Context: an optimization exercise on an open-source flow, tuned for small area. The choices shown serve that exercise and are no tape-out recipe.
Function was checked by simulation only, so behaviour that the tests miss may differ from the original.
Power figures rest on the tool's default switching activity, not on a simulated workload.

## BlackJack
module BlackJack(
	inclk0,
	i_Reset,
	i_Stay,
	i_Hit,
	o_Win,
	o_Lose,
	o_Tie,
	o_Hit_P,
	o_Hit_D,
	o_Stay_P,
	o_Stay_D,
	o_HitDeb,
	o_HitNE,
	o_StayDeb,
	o_StayNE,
	DealerHndDisplayD,
	DealerHndDisplayU,
	PlayerHndDisplayD,
	PlayerHndDisplayU
);
Size in the first run: roughly 1200 cells after synthesis, about 0.0091 mm² of cells after synthesis.
Settings: LEC_CHECK=0, ABC_AREA=1, CAP_MARGIN=20, CORE_MARGIN=2, CORE_UTILIZATION=40, GPL_TIMING_DRIVEN=0, PLACE_DENSITY=0.6, SLEW_MARGIN=20; clock period 10.0 ns.
standard.sh (not shown) runs the stock make flow with config.mk's settings and CLKGATE_MAP_FILE= SYNTH_SCRIPT=/design/flow/synth_recipe.tcl, a recipe that flattens the netlist after the stock synthesis.
==> flow/flow/run.sh <==
#!/bin/bash
# Own flow: the standard layout, except that the combinational logic of the
# standard synthesis is mapped again with a stronger ABC script for area.
# The registers of the standard synthesis (names and cell types) are kept
# as they are: they are black boxes while ABC runs.
set -uo pipefail
W=$(pwd)
R=$W/orfs/results/$FLOW_PLATFORM/BlackJack/base
LIB=$FLOW_HOME/platforms/sky130hd/lib/sky130_fd_sc_hd__tt_025C_1v80.lib
YOSYS=$FLOW_HOME/../tools/install/yosys/bin/yosys
[ -x "$YOSYS" ] || YOSYS=yosys

# 1. standard synthesis
bash standard.sh synth > $W/log_1_standard_synth.txt 2>&1 || exit 1
cp -p $R/1_2_yosys.v $W/std_1_2_yosys.v

# 2. map the combinational logic again
DONT_USE="sky130_fd_sc_hd__lpflow_bleeder_1 sky130_fd_sc_hd__lpflow_clkbufkapwr_1 sky130_fd_sc_hd__lpflow_clkbufkapwr_16 sky130_fd_sc_hd__lpflow_clkbufkapwr_2 sky130_fd_sc_hd__lpflow_clkbufkapwr_4 sky130_fd_sc_hd__lpflow_clkbufkapwr_8 sky130_fd_sc_hd__lpflow_clkinvkapwr_1 sky130_fd_sc_hd__lpflow_clkinvkapwr_16 sky130_fd_sc_hd__lpflow_clkinvkapwr_2 sky130_fd_sc_hd__lpflow_clkinvkapwr_4 sky130_fd_sc_hd__lpflow_clkinvkapwr_8 sky130_fd_sc_hd__lpflow_decapkapwr_12 sky130_fd_sc_hd__lpflow_decapkapwr_3 sky130_fd_sc_hd__lpflow_decapkapwr_4 sky130_fd_sc_hd__lpflow_decapkapwr_6 sky130_fd_sc_hd__lpflow_decapkapwr_8 sky130_fd_sc_hd__lpflow_inputiso0n_1 sky130_fd_sc_hd__lpflow_inputiso0p_1 sky130_fd_sc_hd__lpflow_inputiso1n_1 sky130_fd_sc_hd__lpflow_inputiso1p_1 sky130_fd_sc_hd__lpflow_inputisolatch_1 sky130_fd_sc_hd__lpflow_isobufsrc_1 sky130_fd_sc_hd__lpflow_isobufsrc_16 sky130_fd_sc_hd__lpflow_isobufsrc_2 sky130_fd_sc_hd__lpflow_isobufsrc_4 sky130_fd_sc_hd__lpflow_isobufsrc_8 sky130_fd_sc_hd__lpflow_isobufsrckapwr_16 sky130_fd_sc_hd__lpflow_lsbuf_lh_hl_isowell_tap_1 sky130_fd_sc_hd__lpflow_lsbuf_lh_hl_isowell_tap_2 sky130_fd_sc_hd__lpflow_lsbuf_lh_hl_isowell_tap_4 sky130_fd_sc_hd__lpflow_lsbuf_lh_isowell_4 sky130_fd_sc_hd__lpflow_lsbuf_lh_isowell_tap_1 sky130_fd_sc_hd__lpflow_lsbuf_lh_isowell_tap_2 sky130_fd_sc_hd__lpflow_lsbuf_lh_isowell_tap_4 sky130_fd_sc_hd__probe_p_8 sky130_fd_sc_hd__probec_p_8 "
DU=""
for c in $DONT_USE; do DU="$DU -dont_use $c"; done
grep -oE '^ *sky130_fd_sc_hd__[a-z0-9]*dfx?[a-z]*_[0-9]+ +[^ ]+' $W/std_1_2_yosys.v | sed 's/^ *//' | sort > $W/regs_std.txt
# eight ABC runs with different random seeds, four at a time; the smallest is used
for k in 1 2 3 4 5 6 7 8; do
cat > $W/remap_$k.abc <<EOT
strash; &get -n; &deepsyn -S $k -T 30; &put; &get -n; &dch -f; &nf -R 1000; &put
EOT
cat > $W/remap_$k.ys <<EOT
read_liberty -ignore_miss_func $LIB
read_verilog $W/std_1_2_yosys.v
hierarchy -top $FLOW_TOP
setattr -mod -set blackbox 1 sky130_fd_sc_hd__dfxtp_1 sky130_fd_sc_hd__edfxtp_1 sky130_fd_sc_hd__dfrtp_1 sky130_fd_sc_hd__dfstp_1
flatten
opt -purge
abc -liberty $LIB $DU -script $W/remap_$k.abc
opt_clean -purge
insbuf -buf sky130_fd_sc_hd__buf_4 A X
hilomap -singleton -hicell sky130_fd_sc_hd__conb_1 HI -locell sky130_fd_sc_hd__conb_1 LO
stat -liberty $LIB
write_verilog -noattr -nohex -nodec $W/remap_${k}_1_2_yosys.v
EOT
$YOSYS -l $W/log_2_remap_$k.txt $W/remap_$k.ys > /dev/null 2>&1 &
[ $k = 4 ] && wait
done
wait
ok=0; best=""; barea=""
for k in 1 2 3 4 5 6 7 8; do
  [ -s $W/remap_${k}_1_2_yosys.v ] || continue
  # the registers must be the same instances with the same cell types
  grep -oE '^ *sky130_fd_sc_hd__[a-z0-9]*dfx?[a-z]*_[0-9]+ +[^ ]+' $W/remap_${k}_1_2_yosys.v | sed 's/^ *//' | sort > $W/regs_remap_$k.txt
  [ -s $W/regs_std.txt ] && cmp -s $W/regs_std.txt $W/regs_remap_$k.txt || continue
  a=$(grep 'Chip area' $W/log_2_remap_$k.txt | tail -1 | awk '{print $NF}')
  [ -n "$a" ] || continue
  if [ -z "$barea" ] || awk -v x=$a -v y=$barea 'BEGIN{exit !(x<y)}'; then best=$k; barea=$a; fi
done
[ -n "$best" ] && ok=1
echo "remap used: $ok (run $best, area $barea)" | tee $W/log_2_remap_result.txt
if [ $ok = 1 ]; then
  cp $W/remap_${best}_1_2_yosys.v $R/1_2_yosys.v
  rm -f $R/1_synth.odb $R/1_synth.sdc
fi

# 3. the rest of the standard layout
# clock tree: small buffers, no dummy loads; ports buffered with buf_1
CTS="-sink_clustering_enable -repair_clock_nets -dont_use_dummy_load -buf_list {sky130_fd_sc_hd__clkbuf_4 sky130_fd_sc_hd__clkbuf_8}"
bash standard.sh "CTS_ARGS=$CTS" "BUFFER_PORTS_ARGS=-buffer_cell sky130_fd_sc_hd__buf_1" finish > $W/log_3_standard_layout.txt 2>&1
The first run completed without violations.
Change:
--- a/flow/flow/run.sh
+++ b/flow/flow/run.sh
@@ -22,2 +22,2 @@
-# eight ABC runs with different random seeds, four at a time; the smallest is used
-for k in 1 2 3 4 5 6 7 8; do
+# four ABC runs with different random seeds, in parallel; the smallest is used
+for k in 1 2 3 4; do
@@ -42 +41,0 @@
-[ $k = 4 ] && wait
@@ -46 +45 @@
-for k in 1 2 3 4 5 6 7 8; do
+for k in 1 2 3 4; do
After rerunning: Via count stays the same; combinational power barely changes; worst setup slack does not change; wire length is unchanged; final area does not change; register-to-register slack stays flat; power does not change; cell count stays the same; non-clock buffer count stays the same; synthesized cell count does not change.

v6:
BlackJack, a different RTL version from the one above (not shown whole).
Size in the first run: ~1300 cells after synthesis, about 43 I/O pins, ~9200 µm² of cells after synthesis.
export LEC_CHECK = 0
export ABC_AREA = 1
export CAP_MARGIN = 20
export CORE_MARGIN = 2
export CORE_UTILIZATION = 40
export GPL_TIMING_DRIVEN = 0
export PLACE_DENSITY = 0.6
export SLEW_MARGIN = 20
create_clock -name core_clock -period 10.0 [get_ports {inclk0}]
==> flow/flow/run.sh <==
#!/bin/bash
# Own flow: the standard layout, except that the combinational logic of the
# standard synthesis is mapped again with a stronger ABC script for area.
# The registers of the standard synthesis (names and cell types) are kept
# as they are: they are black boxes while ABC runs.
set -uo pipefail
W=$(pwd)
R=$W/orfs/results/$FLOW_PLATFORM/BlackJack/base
LIB=$FLOW_HOME/platforms/sky130hd/lib/sky130_fd_sc_hd__tt_025C_1v80.lib
YOSYS=$FLOW_HOME/../tools/install/yosys/bin/yosys
[ -x "$YOSYS" ] || YOSYS=yosys

# 1. standard synthesis
bash standard.sh synth > $W/log_1_standard_synth.txt 2>&1 || exit 1
cp -p $R/1_2_yosys.v $W/std_1_2_yosys.v

# 2. map the combinational logic again
DONT_USE="sky130_fd_sc_hd__lpflow_bleeder_1 sky130_fd_sc_hd__lpflow_clkbufkapwr_1 sky130_fd_sc_hd__lpflow_clkbufkapwr_16 sky130_fd_sc_hd__lpflow_clkbufkapwr_2 sky130_fd_sc_hd__lpflow_clkbufkapwr_4 sky130_fd_sc_hd__lpflow_clkbufkapwr_8 sky130_fd_sc_hd__lpflow_clkinvkapwr_1 sky130_fd_sc_hd__lpflow_clkinvkapwr_16 sky130_fd_sc_hd__lpflow_clkinvkapwr_2 sky130_fd_sc_hd__lpflow_clkinvkapwr_4 sky130_fd_sc_hd__lpflow_clkinvkapwr_8 sky130_fd_sc_hd__lpflow_decapkapwr_12 sky130_fd_sc_hd__lpflow_decapkapwr_3 sky130_fd_sc_hd__lpflow_decapkapwr_4 sky130_fd_sc_hd__lpflow_decapkapwr_6 sky130_fd_sc_hd__lpflow_decapkapwr_8 sky130_fd_sc_hd__lpflow_inputiso0n_1 sky130_fd_sc_hd__lpflow_inputiso0p_1 sky130_fd_sc_hd__lpflow_inputiso1n_1 sky130_fd_sc_hd__lpflow_inputiso1p_1 sky130_fd_sc_hd__lpflow_inputisolatch_1 sky130_fd_sc_hd__lpflow_isobufsrc_1 sky130_fd_sc_hd__lpflow_isobufsrc_16 sky130_fd_sc_hd__lpflow_isobufsrc_2 sky130_fd_sc_hd__lpflow_isobufsrc_4 sky130_fd_sc_hd__lpflow_isobufsrc_8 sky130_fd_sc_hd__lpflow_isobufsrckapwr_16 sky130_fd_sc_hd__lpflow_lsbuf_lh_hl_isowell_tap_1 sky130_fd_sc_hd__lpflow_lsbuf_lh_hl_isowell_tap_2 sky130_fd_sc_hd__lpflow_lsbuf_lh_hl_isowell_tap_4 sky130_fd_sc_hd__lpflow_lsbuf_lh_isowell_4 sky130_fd_sc_hd__lpflow_lsbuf_lh_isowell_tap_1 sky130_fd_sc_hd__lpflow_lsbuf_lh_isowell_tap_2 sky130_fd_sc_hd__lpflow_lsbuf_lh_isowell_tap_4 sky130_fd_sc_hd__probe_p_8 sky130_fd_sc_hd__probec_p_8 "
DU=""
for c in $DONT_USE; do DU="$DU -dont_use $c"; done
grep -oE '^ *sky130_fd_sc_hd__[a-z0-9]*dfx?[a-z]*_[0-9]+ +[^ ]+' $W/std_1_2_yosys.v | sed 's/^ *//' | sort > $W/regs_std.txt
# four ABC runs with different random seeds, in parallel; the smallest is used
for k in 1 2 3 4; do
cat > $W/remap_$k.abc <<EOT
strash; &get -n; &deepsyn -S $k -T 30; &put; &get -n; &dch -f; &nf -R 1000; &put
EOT
cat > $W/remap_$k.ys <<EOT
read_liberty -ignore_miss_func $LIB
read_verilog $W/std_1_2_yosys.v
hierarchy -top $FLOW_TOP
setattr -mod -set blackbox 1 sky130_fd_sc_hd__dfxtp_1 sky130_fd_sc_hd__edfxtp_1 sky130_fd_sc_hd__dfrtp_1 sky130_fd_sc_hd__dfstp_1
flatten
opt -purge
abc -liberty $LIB $DU -script $W/remap_$k.abc
opt_clean -purge
insbuf -buf sky130_fd_sc_hd__buf_4 A X
hilomap -singleton -hicell sky130_fd_sc_hd__conb_1 HI -locell sky130_fd_sc_hd__conb_1 LO
stat -liberty $LIB
write_verilog -noattr -nohex -nodec $W/remap_${k}_1_2_yosys.v
EOT
$YOSYS -l $W/log_2_remap_$k.txt $W/remap_$k.ys > /dev/null 2>&1 &
done
wait
ok=0; best=""; barea=""
for k in 1 2 3 4; do
  [ -s $W/remap_${k}_1_2_yosys.v ] || continue
  # the registers must be the same instances with the same cell types
  grep -oE '^ *sky130_fd_sc_hd__[a-z0-9]*dfx?[a-z]*_[0-9]+ +[^ ]+' $W/remap_${k}_1_2_yosys.v | sed 's/^ *//' | sort > $W/regs_remap_$k.txt
  [ -s $W/regs_std.txt ] && cmp -s $W/regs_std.txt $W/regs_remap_$k.txt || continue
  a=$(grep 'Chip area' $W/log_2_remap_$k.txt | tail -1 | awk '{print $NF}')
  [ -n "$a" ] || continue
  if [ -z "$barea" ] || awk -v x=$a -v y=$barea 'BEGIN{exit !(x<y)}'; then best=$k; barea=$a; fi
done
[ -n "$best" ] && ok=1
echo "remap used: $ok (run $best, area $barea)" | tee $W/log_2_remap_result.txt
if [ $ok = 1 ]; then
  cp $W/remap_${best}_1_2_yosys.v $R/1_2_yosys.v
  rm -f $R/1_synth.odb $R/1_synth.sdc
fi

# 3. the rest of the standard layout
# clock tree: small buffers, no dummy loads; ports buffered with buf_1
CTS="-sink_clustering_enable -repair_clock_nets -dont_use_dummy_load -buf_list {sky130_fd_sc_hd__clkbuf_4 sky130_fd_sc_hd__clkbuf_8}"
bash standard.sh "CTS_ARGS=$CTS" "BUFFER_PORTS_ARGS=-buffer_cell sky130_fd_sc_hd__buf_1" finish > $W/log_3_standard_layout.txt 2>&1
[inputs] v7 vs v6
-- flow/flow/run.sh --
<<< v6, line 21
grep -oE '^ *sky130_fd_sc_hd__[a-z0-9]*dfx?[a-z]*_[0-9]+ +[^ ]+' $W/std_1_2_yosys.v | sed 's/^ *//' | sort > $W/regs_std.txt
# four ABC runs with different random seeds, in parallel; the smallest is used
for k in 1 2 3 4; do
cat > $W/remap_$k.abc <<EOT
>>> v7, line 21
grep -oE '^ *sky130_fd_sc_hd__[a-z0-9]*dfx?[a-z]*_[0-9]+ +[^ ]+' $W/std_1_2_yosys.v | sed 's/^ *//' | sort > $W/regs_std.txt
# eight ABC runs with different random seeds, four at a time; the smallest is used
for k in 1 2 3 4 5 6 7 8; do
cat > $W/remap_$k.abc <<EOT
<<< v6, line 41
$YOSYS -l $W/log_2_remap_$k.txt $W/remap_$k.ys > /dev/null 2>&1 &
done
>>> v7, line 41
$YOSYS -l $W/log_2_remap_$k.txt $W/remap_$k.ys > /dev/null 2>&1 &
[ $k = 4 ] && wait
done
<<< v6, line 44
ok=0; best=""; barea=""
for k in 1 2 3 4; do
  [ -s $W/remap_${k}_1_2_yosys.v ] || continue
>>> v7, line 45
ok=0; best=""; barea=""
for k in 1 2 3 4 5 6 7 8; do
  [ -s $W/remap_${k}_1_2_yosys.v ] || continue
v7 ended with every stage complete and zero timing, DRC or antenna violations. Routed wire length: v6 vs v7 — no meaningful difference. Summary of v7 over v6: part of the total power dissipated in the clock network went down 0.3 points; sequential share of layout area held; global-route wire length before repair neither gained nor lost much; portion of total power attributed to combinational logic picked up an extra 0.6 points; vertical die dimension has decreased. The run showing the smaller sum of internal, switching and leakage power is v6.

separate check: timing with driven ports:
No port has a modelled driver above. Below, the same layouts with a new extraction and two added sets of constraints.
Step 1 sets driving cells, clkbuf_16 on the clock port and buf_2 on the other inputs (assumed; they add their load-dependent delay and slew).
Step 2 times the ports against the registers' clock, not the clock port: input delays grow and output delays shrink by t, the midpoint of the rising clock arrivals with the driver on.
Slacks: ideal / step 1 / step 2; pairs: ideal / step 1.
run	t, ns	setup WS [ns]	worst setup path after step 2	clock arrival spread, ns	worst register clock-pin slew, ns
the first run of note 1	0.485	0.713 / 0.713 / 0.713	register to register	0.050 / 0.050	0.11 / 0.11
the second run of note 1	0.485	0.713 / 0.713 / 0.713	register to register	0.050 / 0.050	0.11 / 0.11
v6	0.483	1.141 / 1.141 / 1.141	register to register	0.037 / 0.037	0.10 / 0.10
v7	0.489	0.956 / 0.956 / 0.956	register to register	0.036 / 0.036	0.10 / 0.10
After both steps setup and hold are still met in every run listed.
